Context: an optimization exercise on an open-source flow, tuned for small area and a short achievable clock period. The choices shown serve that exercise and are no tape-out recipe.
RTL that was checked went through simulation tests only; none was proved equivalent to the original.
Power and IR drop assume default switching activity.

## the reference run
==> flow/design.v <==
module add_bk #(parameter N = 16) (
    input  [N-1:0] a,
    input  [N-1:0] b,
    input          ci,
    output [N-1:0] s
);
    localparam L = (N <= 2) ? 1 : (N <= 4) ? 2 : (N <= 8) ? 3 : (N <= 16) ? 4 : (N <= 32) ? 5 : 6;
    wire [N-1:0] p0 = a ^ b;
    wire [N-1:0] g0 = a & b;
    wire [N*2*L-1:0] G;
    wire [N*2*L-1:0] P;
    assign G[N-1:0] = {g0[N-1:1], g0[0] | (p0[0] & ci)};
    assign P[N-1:0] = p0;
    genvar l, i;
    generate
        for (l = 0; l < L; l = l + 1) begin : up
            for (i = 0; i < N; i = i + 1) begin : bt
                if (((i + 1) % (2 << l)) == 0) begin : node
                    assign G[(l+1)*N+i] = G[l*N+i] | (P[l*N+i] & G[l*N+i-(1<<l)]);
                    assign P[(l+1)*N+i] = P[l*N+i] & P[l*N+i-(1<<l)];
                end else begin : pass
                    assign G[(l+1)*N+i] = G[l*N+i];
                    assign P[(l+1)*N+i] = P[l*N+i];
                end
            end
        end
        for (l = L - 2; l >= 0; l = l - 1) begin : down
            for (i = 0; i < N; i = i + 1) begin : bt
                if (((i + 1) % (2 << l)) == (1 << l) && i >= (2 << l)) begin : node
                    assign G[(2*L-1-l)*N+i] = G[(2*L-2-l)*N+i] | (P[(2*L-2-l)*N+i] & G[(2*L-2-l)*N+i-(1<<l)]);
                    assign P[(2*L-1-l)*N+i] = P[(2*L-2-l)*N+i] & P[(2*L-2-l)*N+i-(1<<l)];
                end else begin : pass
                    assign G[(2*L-1-l)*N+i] = G[(2*L-2-l)*N+i];
                    assign P[(2*L-1-l)*N+i] = P[(2*L-2-l)*N+i];
                end
            end
        end
    endgenerate
    wire [N-1:0] gf = G[(2*L-1)*N +: N];
    assign s = p0 ^ {gf[N-2:0], ci};
endmodule
module add_sk #(parameter N = 16) (
    input  [N-1:0] a,
    input  [N-1:0] b,
    input          ci,
    output [N-1:0] s
);
    localparam L = (N <= 2) ? 1 : (N <= 4) ? 2 : (N <= 8) ? 3 : (N <= 16) ? 4 : (N <= 32) ? 5 : 6;
    wire [N-1:0] p0 = a ^ b;
    wire [N-1:0] g0 = a & b;
    wire [N*(L+1)-1:0] G;
    wire [N*(L+1)-1:0] P;
    assign G[N-1:0] = {g0[N-1:1], g0[0] | (p0[0] & ci)};
    assign P[N-1:0] = p0;
    genvar l, i;
    generate
        for (l = 0; l < L; l = l + 1) begin : lv
            for (i = 0; i < N; i = i + 1) begin : bt
                if ((i >> l) % 2 == 1) begin : node
                    assign G[(l+1)*N+i] = G[l*N+i] | (P[l*N+i] & G[l*N+((i>>l)<<l)-1]);
                    assign P[(l+1)*N+i] = P[l*N+i] & P[l*N+((i>>l)<<l)-1];
                end else begin : pass
                    assign G[(l+1)*N+i] = G[l*N+i];
                    assign P[(l+1)*N+i] = P[l*N+i];
                end
            end
        end
    endgenerate
    wire [N-1:0] gf = G[L*N +: N];
    assign s = p0 ^ {gf[N-2:0], ci};
endmodule
module add_rc #(parameter N = 16) (
    input  [N-1:0] a,
    input  [N-1:0] b,
    input          ci,
    output [N-1:0] s
);
    wire [N:0] c;
    assign c[0] = ci;
    genvar i;
    generate
        for (i = 0; i < N; i = i + 1) begin : bt
            assign c[i+1] = (a[i] & b[i]) | (c[i] & (a[i] ^ b[i]));
        end
    endgenerate
    assign s = a ^ b ^ c[N-1:0];
endmodule
module cordic (
    input clk,
    input rst_n,
    input start,
    input [15:0] angle,
    output reg [15:0] cos,
    output reg [15:0] sin
);
    reg [16:0] r;
    reg [3:0] cnt;
    wire d = ~r[16];
    wire idle = cnt[3] & cnt[2] & cnt[1];
    reg [14:0] e;
    always @(*) begin
        case (cnt)
            4'd0:  e = 15'h6487;
            4'd1:  e = 15'h3B58;
            4'd2:  e = 15'h1F5B;
            4'd3:  e = 15'h0FEA;
            4'd4:  e = 15'h07FD;
            4'd5:  e = 15'h03FF;
            4'd6:  e = 15'h01FF;
            4'd7:  e = 15'h00FF;
            4'd8:  e = 15'h007F;
            4'd9:  e = 15'h003F;
            4'd10: e = 15'h001F;
            4'd11: e = 15'h000F;
            4'd12: e = 15'h0007;
            4'd13: e = 15'h0003;
            default: e = 15'h0000;
        endcase
    end
    wire [15:0] tc_sh = sin >> cnt;
    wire [15:0] ts_sh = cos >> cnt;
    wire [15:0] tc = {tc_sh[15:2], tc_sh[1:0] & {2{~idle}}};
    wire [15:0] ts = {ts_sh[15:2], ts_sh[1:0] & {2{~idle}}};
    wire [15:0] new_cos;
    wire [15:0] new_sin;
    wire [16:0] new_r;
    add_bk #(16) i_add_c (.a(cos), .b(tc ^ {16{d}}), .ci(d), .s(new_cos));
    add_bk #(16) i_add_s (.a(sin), .b(ts ^ {16{~d}}), .ci(~d), .s(new_sin));
    add_bk #(17) i_add_r (.a(r), .b({2'b00, e} ^ {17{d}}), .ci(d), .s(new_r));
    wire lo = (cnt == 4'd0) && (r[15:0] < 16'd2516);
    always @(posedge clk) begin
        if (start) begin
            cos <= 16'h4DBA;
            sin <= 16'h0000;
            r <= {1'b0, angle};
        end else begin
            cos <= new_cos;
            sin <= new_sin;
            r <= {new_r[16], new_r[15] & ~lo, new_r[14:0]};
        end
    end
    always @(posedge clk or negedge rst_n) begin
        if (!rst_n)
            cnt <= 4'hF;
        else if (start)
            cnt <= 4'h0;
        else if (cnt != 4'hF)
            cnt <= cnt + 4'h1;
    end
endmodule
Settings: LEC_CHECK=0, ABC_AREA=1, CAP_MARGIN=20, CORE_MARGIN=2, CORE_UTILIZATION=40, SLEW_MARGIN=20; clock period 16.0 ns.
standard.sh (not shown) runs the stock make flow with config.mk's settings and CLKGATE_MAP_FILE= SYNTH_SCRIPT=/design/flow/synth_recipe.tcl, a recipe that flattens the netlist after the stock synthesis.
==> flow/flow/run.sh <==
#!/bin/bash
# The standard layout with these changes:
#  - synthesis: no full/half-adder cell extraction (ADDER_MAP_FILE empty), so
#    ABC sees whole register-to-register paths, and ABC maps with a
#    delay-constrained area-recovering script (flow/abc_map.script) instead
#    of ORFS's; the rest of the standard synthesis script, including the
#    flip-flop mapping, flattening and renaming, is unchanged;
#  - repair_timing aims for extra setup slack (SETUP_SLACK_MARGIN) so that
#    the achieved period, not just the 16 ns clock, is optimised;
#  - the ports get plain buffers (buf_2) instead of delay cells.
set -euo pipefail
here=$(pwd)
{
  head -n 1 synth_recipe.tcl
  cat <<EOT
proc abc {args} {
  set i [lsearch -exact \$args -script]
  if {\$i >= 0} { set args [lreplace \$args [expr {\$i + 1}] [expr {\$i + 1}] $here/flow/abc_map.script] }
  yosys abc {*}\$args
}
EOT
  tail -n +2 synth_recipe.tcl
} > synth_map.tcl
bash standard.sh SYNTH_SCRIPT="$here/synth_map.tcl" ADDER_MAP_FILE= SETUP_SLACK_MARGIN=11.8 \
  'BUFFER_PORTS_ARGS=-buffer_cell sky130_fd_sc_hd__buf_2' finish > standard_flow.log 2>&1
==> flow/flow/abc_map.script <==
strash
dch
map -D 2000
topo
The reference run did not stop at any stage, and its layout met the timing, DRC and antenna checks.
Relative to the reference run, the following input files were edited for the trial run:
-- flow/design.v --
<<< the reference run, line 125
    wire [15:0] new_sin;
    wire [16:0] new_r;
    add_bk #(16) i_add_c (.a(cos), .b(tc ^ {16{d}}), .ci(d), .s(new_cos));
    add_bk #(16) i_add_s (.a(sin), .b(ts ^ {16{~d}}), .ci(~d), .s(new_sin));
    add_bk #(17) i_add_r (.a(r), .b({2'b00, e} ^ {17{d}}), .ci(d), .s(new_r));
    wire lo = (cnt == 4'd0) && (r[15:0] < 16'd2516);
>>> the trial run, line 125
    wire [15:0] new_sin;
    wire [16:0] new_r;
    add_sk #(16) i_add_c (.a(cos), .b(tc ^ {16{d}}), .ci(d), .s(new_cos));
    add_sk #(16) i_add_s (.a(sin), .b(ts ^ {16{~d}}), .ci(~d), .s(new_sin));
    add_bk #(17) i_add_r (.a(r), .b({2'b00, e} ^ {17{d}}), .ci(d), .s(new_r));
    wire lo = (cnt == 4'd0) && (r[15:0] < 16'd2516);
--- outcome ---
The trial run: done, clean on timing, DRC and antenna
Net switching power (the trial run vs. the reference run) increases slightly
Between the reference run and the trial run, the fmax figures differ only marginally.
Of the trial run and the reference run, it is the trial run that has the higher final critical path time including I/O delays and setup.
Between the reference run and the trial run, the area occupied by multi-input gates figures differ only marginally.
Note that the non-clock buffer count recorded for the reference run amounts to 0.946 times the value seen in the trial run.
Est. power | the trial run vs the reference run | the trial run higher
The trial run vs. the reference run: setup slack at placement now sits higher, via count of the first global-routing pass increased by 172 relative to the old numbers, relative slew slack went down by 15 points.
Only the layout flow was run in the trial run; the RTL was not checked for function there.

lane 1:
Starts from the design.v that is shown in full above.
export LEC_CHECK = 0
export ABC_AREA = 1
export CAP_MARGIN = 20
export CORE_MARGIN = 2
export CORE_UTILIZATION = 40
export SLEW_MARGIN = 20
create_clock -name core_clock -period 16.0 [get_ports {clk}]
==> flow/flow/run.sh <==
#!/bin/bash
# Standard layout, with repair_timing aiming for extra setup slack so that the
# achieved period, not just the 16 ns clock, is optimised, and plain buffers
# (instead of delay cells) on the ports.
set -euo pipefail
bash standard.sh SETUP_SLACK_MARGIN=11.8 'BUFFER_PORTS_ARGS=-buffer_cell sky130_fd_sc_hd__buf_2' finish > standard_flow.log 2>&1
The inputs of lane 5 differ from those of lane 1 as listed below.
diff --git a/flow/design.v b/flow/design.v
--- a/flow/design.v
+++ b/flow/design.v
@@ -123,13 +123,13 @@
     wire [15:0] ts = {ts_sh[15:2], ts_sh[1:0] & {2{~idle}}};
     wire [15:0] new_cos;
     wire [15:0] new_sin;
     wire [16:0] new_r;
     add_bk #(16) i_add_c (.a(cos), .b(tc ^ {16{d}}), .ci(d), .s(new_cos));
     add_bk #(16) i_add_s (.a(sin), .b(ts ^ {16{~d}}), .ci(~d), .s(new_sin));
-    add_bk #(17) i_add_r (.a(r), .b({2'b00, e} ^ {17{d}}), .ci(d), .s(new_r));
+    assign new_r = r + ({2'b00, e} ^ {17{d}}) + {16'd0, d};
     wire lo = (cnt == 4'd0) && (r[15:0] < 16'd2516);
     always @(posedge clk) begin
         if (start) begin
             cos <= 16'h4DBA;
             sin <= 16'h0000;
             r <= {1'b0, angle};
## What came out
| endpoint arrival time on the critical path | lane 5 vs lane 1 | 20 ps higher |. Of lane 5 and lane 1, lane 5 shows the higher area overhead of the layout relative to synthesis, with lane 1 below it. Changes observed in lane 5 relative to lane 1: post-layout instance area climbed 6.8%, xor and xnor area share after synthesis has increased. Lane 5 ended with more end-of-flow core utilization than lane 1. Lane 1 → lane 5: total power consumption of the routed design went up, first-pass GRT wire length went down, routed wire length per instance went up.
No functional check of the RTL was part of lane 5.

cordic, a different RTL version from the one above (not shown whole).
For scale: ~830 cells after synthesis, roughly 53 flip-flops, ~0.0053 mm^2 of cells after synthesis.
==> module add_bk, before the edit <==
module add_bk #(parameter N = 16) (
    input  [N-1:0] a,
    input  [N-1:0] b,
    input          ci,
    output [N-1:0] s
);
    localparam L = (N <= 2) ? 1 : (N <= 4) ? 2 : (N <= 8) ? 3 : (N <= 16) ? 4 : (N <= 32) ? 5 : 6;
    wire [N-1:0] p0 = a ^ b;
    wire [N-1:0] g0 = a & b;
    wire [N*2*L-1:0] G;
    wire [N*2*L-1:0] P;
    assign G[N-1:0] = {g0[N-1:1], g0[0] | (p0[0] & ci)};
    assign P[N-1:0] = p0;
    genvar l, i;
    generate
        for (l = 0; l < L; l = l + 1) begin : up
            for (i = 0; i < N; i = i + 1) begin : bt
                if (((i + 1) % (2 << l)) == 0) begin : node
                    assign G[(l+1)*N+i] = G[l*N+i] | (P[l*N+i] & G[l*N+i-(1<<l)]);
                    assign P[(l+1)*N+i] = P[l*N+i] & P[l*N+i-(1<<l)];
                end else begin : pass
                    assign G[(l+1)*N+i] = G[l*N+i];
                    assign P[(l+1)*N+i] = P[l*N+i];
                end
            end
        end
        for (l = L - 2; l >= 0; l = l - 1) begin : down
            for (i = 0; i < N; i = i + 1) begin : bt
                if (((i + 1) % (2 << l)) == (1 << l) && i >= (2 << l)) begin : node
                    assign G[(2*L-1-l)*N+i] = G[(2*L-2-l)*N+i] | (P[(2*L-2-l)*N+i] & G[(2*L-2-l)*N+i-(1<<l)]);
                    assign P[(2*L-1-l)*N+i] = P[(2*L-2-l)*N+i] & P[(2*L-2-l)*N+i-(1<<l)];
                end else begin : pass
                    assign G[(2*L-1-l)*N+i] = G[(2*L-2-l)*N+i];
                    assign P[(2*L-1-l)*N+i] = P[(2*L-2-l)*N+i];
                end
            end
        end
    endgenerate
    wire [N-1:0] gf = G[(2*L-1)*N +: N];
    assign s = p0 ^ {gf[N-2:0], ci};
endmodule
==> module add_sk, before the edit <==
module add_sk #(parameter N = 16) (
    input  [N-1:0] a,
    input  [N-1:0] b,
    input          ci,
    output [N-1:0] s
);
    localparam L = (N <= 2) ? 1 : (N <= 4) ? 2 : (N <= 8) ? 3 : (N <= 16) ? 4 : (N <= 32) ? 5 : 6;
    wire [N-1:0] p0 = a ^ b;
    wire [N-1:0] g0 = a & b;
    wire [N*(L+1)-1:0] G;
    wire [N*(L+1)-1:0] P;
    assign G[N-1:0] = {g0[N-1:1], g0[0] | (p0[0] & ci)};
    assign P[N-1:0] = p0;
    genvar l, i;
    generate
        for (l = 0; l < L; l = l + 1) begin : lv
            for (i = 0; i < N; i = i + 1) begin : bt
                if ((i >> l) % 2 == 1) begin : node
                    assign G[(l+1)*N+i] = G[l*N+i] | (P[l*N+i] & G[l*N+((i>>l)<<l)-1]);
                    assign P[(l+1)*N+i] = P[l*N+i] & P[l*N+((i>>l)<<l)-1];
                end else begin : pass
                    assign G[(l+1)*N+i] = G[l*N+i];
                    assign P[(l+1)*N+i] = P[l*N+i];
                end
            end
        end
    endgenerate
    wire [N-1:0] gf = G[L*N +: N];
    assign s = p0 ^ {gf[N-2:0], ci};
endmodule
==> module cordic, before the edit <==
module cordic (
    input clk,
    input rst_n,
    input start,
    input [15:0] angle,
    output reg [15:0] cos,
    output reg [15:0] sin
);
    reg [16:0] r;
    reg [3:0] cnt;
    wire d = ~r[16];
    wire idle = cnt[3] & cnt[2] & cnt[1];
    reg [14:0] e;
    always @(*) begin
        case (cnt)
            4'd0:  e = 15'h6487;
            4'd1:  e = 15'h3B58;
            4'd2:  e = 15'h1F5B;
            4'd3:  e = 15'h0FEA;
            4'd4:  e = 15'h07FD;
            4'd5:  e = 15'h03FF;
            4'd6:  e = 15'h01FF;
            4'd7:  e = 15'h00FF;
            4'd8:  e = 15'h007F;
            4'd9:  e = 15'h003F;
            4'd10: e = 15'h001F;
            4'd11: e = 15'h000F;
            4'd12: e = 15'h0007;
            4'd13: e = 15'h0003;
            default: e = 15'h0000;
        endcase
    end
    wire [15:0] tc_sh = sin >> cnt;
    wire [15:0] ts_sh = cos >> cnt;
    wire [15:0] tc = {tc_sh[15:2], tc_sh[1:0] & {2{~idle}}};
    wire [15:0] ts = {ts_sh[15:2], ts_sh[1:0] & {2{~idle}}};
    wire [15:0] new_cos;
    wire [15:0] new_sin;
    wire [16:0] new_r;
    assign new_cos = cos + (tc ^ {16{d}}) + {15'd0, d};
    assign new_sin = sin + (ts ^ {16{~d}}) + {15'd0, ~d};
    add_bk #(17) i_add_r (.a(r), .b({2'b00, e} ^ {17{d}}), .ci(d), .s(new_r));
    wire lo = (cnt == 4'd0) && (r[15:0] < 16'd2516);
    always @(posedge clk) begin
        if (start) begin
            cos <= 16'h4DBA;
            sin <= 16'h0000;
            r <= {1'b0, angle};
        end else begin
            cos <= new_cos;
            sin <= new_sin;
            r <= {new_r[16], new_r[15] & ~lo, new_r[14:0]};
        end
    end
    always @(posedge clk or negedge rst_n) begin
        if (!rst_n)
            cnt <= 4'hF;
        else if (start)
            cnt <= 4'h0;
        else if (cnt != 4'hF)
            cnt <= cnt + 4'h1;
    end
endmodule
==> flow/config.mk <==
export PLATFORM = sky130hd
export DESIGN_NAME = cordic
export DESIGN_NICKNAME = cordic
export VERILOG_FILES = /design/flow/design.v
export SDC_FILE = /design/flow/constraint.sdc
export NUM_CORES = 4
export LEC_CHECK = 0
export ABC_AREA = 1
export CAP_MARGIN = 20
export CORE_MARGIN = 2
export CORE_UTILIZATION = 40
export SLEW_MARGIN = 20
==> flow/constraint.sdc <==
create_clock -name core_clock -period 16.0 [get_ports {clk}]
set_input_delay 3.2000 -clock core_clock [delete_from_list [all_inputs] [get_ports {clk}]]
set_output_delay 3.2000 -clock core_clock [all_outputs]
set_load 0.01 [all_outputs]
Scripts as last shown in full above: flow/flow/run.sh
The baseline finished with timing, DRC and antenna clean.
Then changed:
--- a/flow/design.v
+++ b/flow/design.v
@@ -3,9 +3,9 @@
     input  [N-1:0] b,
     input          ci,
     output [N-1:0] s
 );
-    localparam L = (N <= 2) ? 1 : (N <= 4) ? 2 : (N <= 8) ? 3 : (N <= 16) ? 4 : (N <= 32) ? 5 : 6;
+    localparam L = $clog2(N);
     wire [N-1:0] p0 = a ^ b;
     wire [N-1:0] g0 = a & b;
     wire [N*2*L-1:0] G;
     wire [N*2*L-1:0] P;
@@ -44,9 +44,9 @@
     input  [N-1:0] b,
     input          ci,
     output [N-1:0] s
 );
-    localparam L = (N <= 2) ? 1 : (N <= 4) ? 2 : (N <= 8) ? 3 : (N <= 16) ? 4 : (N <= 32) ? 5 : 6;
+    localparam L = $clog2(N);
     wire [N-1:0] p0 = a ^ b;
     wire [N-1:0] g0 = a & b;
     wire [N*(L+1)-1:0] G;
     wire [N*(L+1)-1:0] P;
@@ -123,10 +123,10 @@
     wire [15:0] ts = {ts_sh[15:2], ts_sh[1:0] & {2{~idle}}};
     wire [15:0] new_cos;
     wire [15:0] new_sin;
     wire [16:0] new_r;
-    assign new_cos = cos + (tc ^ {16{d}}) + {15'd0, d};
-    assign new_sin = sin + (ts ^ {16{~d}}) + {15'd0, ~d};
+    add_sk #(16) i_add_c (.a(cos), .b(tc ^ {16{d}}), .ci(d), .s(new_cos));
+    add_sk #(16) i_add_s (.a(sin), .b(ts ^ {16{~d}}), .ci(~d), .s(new_sin));
     add_bk #(17) i_add_r (.a(r), .b({2'b00, e} ^ {17{d}}), .ci(d), .s(new_r));
     wire lo = (cnt == 4'd0) && (r[15:0] < 16'd2516);
     always @(posedge clk) begin
         if (start) begin
After rerunning:
- first-iteration DRC count rises by 18%
- worst hold slack is worse by 6.7 ps
- cell area rises by 1.1%
- synthesized area rises by 3.4%
- power falls by 8.4%
- flip-flop and latch count stays the same
- clock-buffer cell count rises by 1
- worst setup slack is worse by 75 ps
No functional check of the RTL was part of any run of this note.

## what the ideal ports hide
Ports are ideal in the flow. The routed layouts listed here were re-timed in OpenROAD. Step 1 (the two cells are an assumption about what drives the block):
set clk [get_ports {clk}]
set_driving_cell -lib_cell sky130_fd_sc_hd__clkbuf_16 $clk
set_driving_cell -lib_cell sky130_fd_sc_hd__buf_2 [delete_from_list [all_inputs] $clk]
Step 2 also shifts input and output timing later by t, the mid clock arrival at the registers, as if the neighbouring blocks saw the same clock. a / b / c = ideal / step 1 / step 2; a / b = the first two.
run | t, ns | slack for setup (ns) | hold WS [ns] | worst setup path after step 2 | worst register clock-pin slew, ns
the reference run | 0.348 | 11.860 / 11.819 / 11.645 | 0.481 / 0.481 / 0.481 | input to register | 0.08 / 0.08
the trial run | 0.350 | 11.849 / 11.810 / 11.636 | 0.475 / 0.475 / 0.475 | input to register | 0.08 / 0.08
lane 1 | 0.346 | 11.879 / 11.839 / 11.671 | 0.498 / 0.498 / 0.498 | input to register | 0.07 / 0.07
lane 5 | 0.341 | 11.864 / 11.823 / 11.763 | 0.480 / 0.480 / 0.480 | input to register | 0.07 / 0.07
the first run of note 3 | 0.339 | 11.927 / 11.889 / 11.654 | 0.490 / 0.490 / 0.490 | input to register | 0.07 / 0.07
the second run of note 3 | 0.345 | 11.852 / 11.810 / 11.736 | 0.484 / 0.484 / 0.484 | input to register | 0.07 / 0.07
After both steps every run listed still meets setup and hold. For the first run of note 3, which loses most, drivers alone change the setup slack by -0.038 ns; drivers and shift together by -0.273 ns.
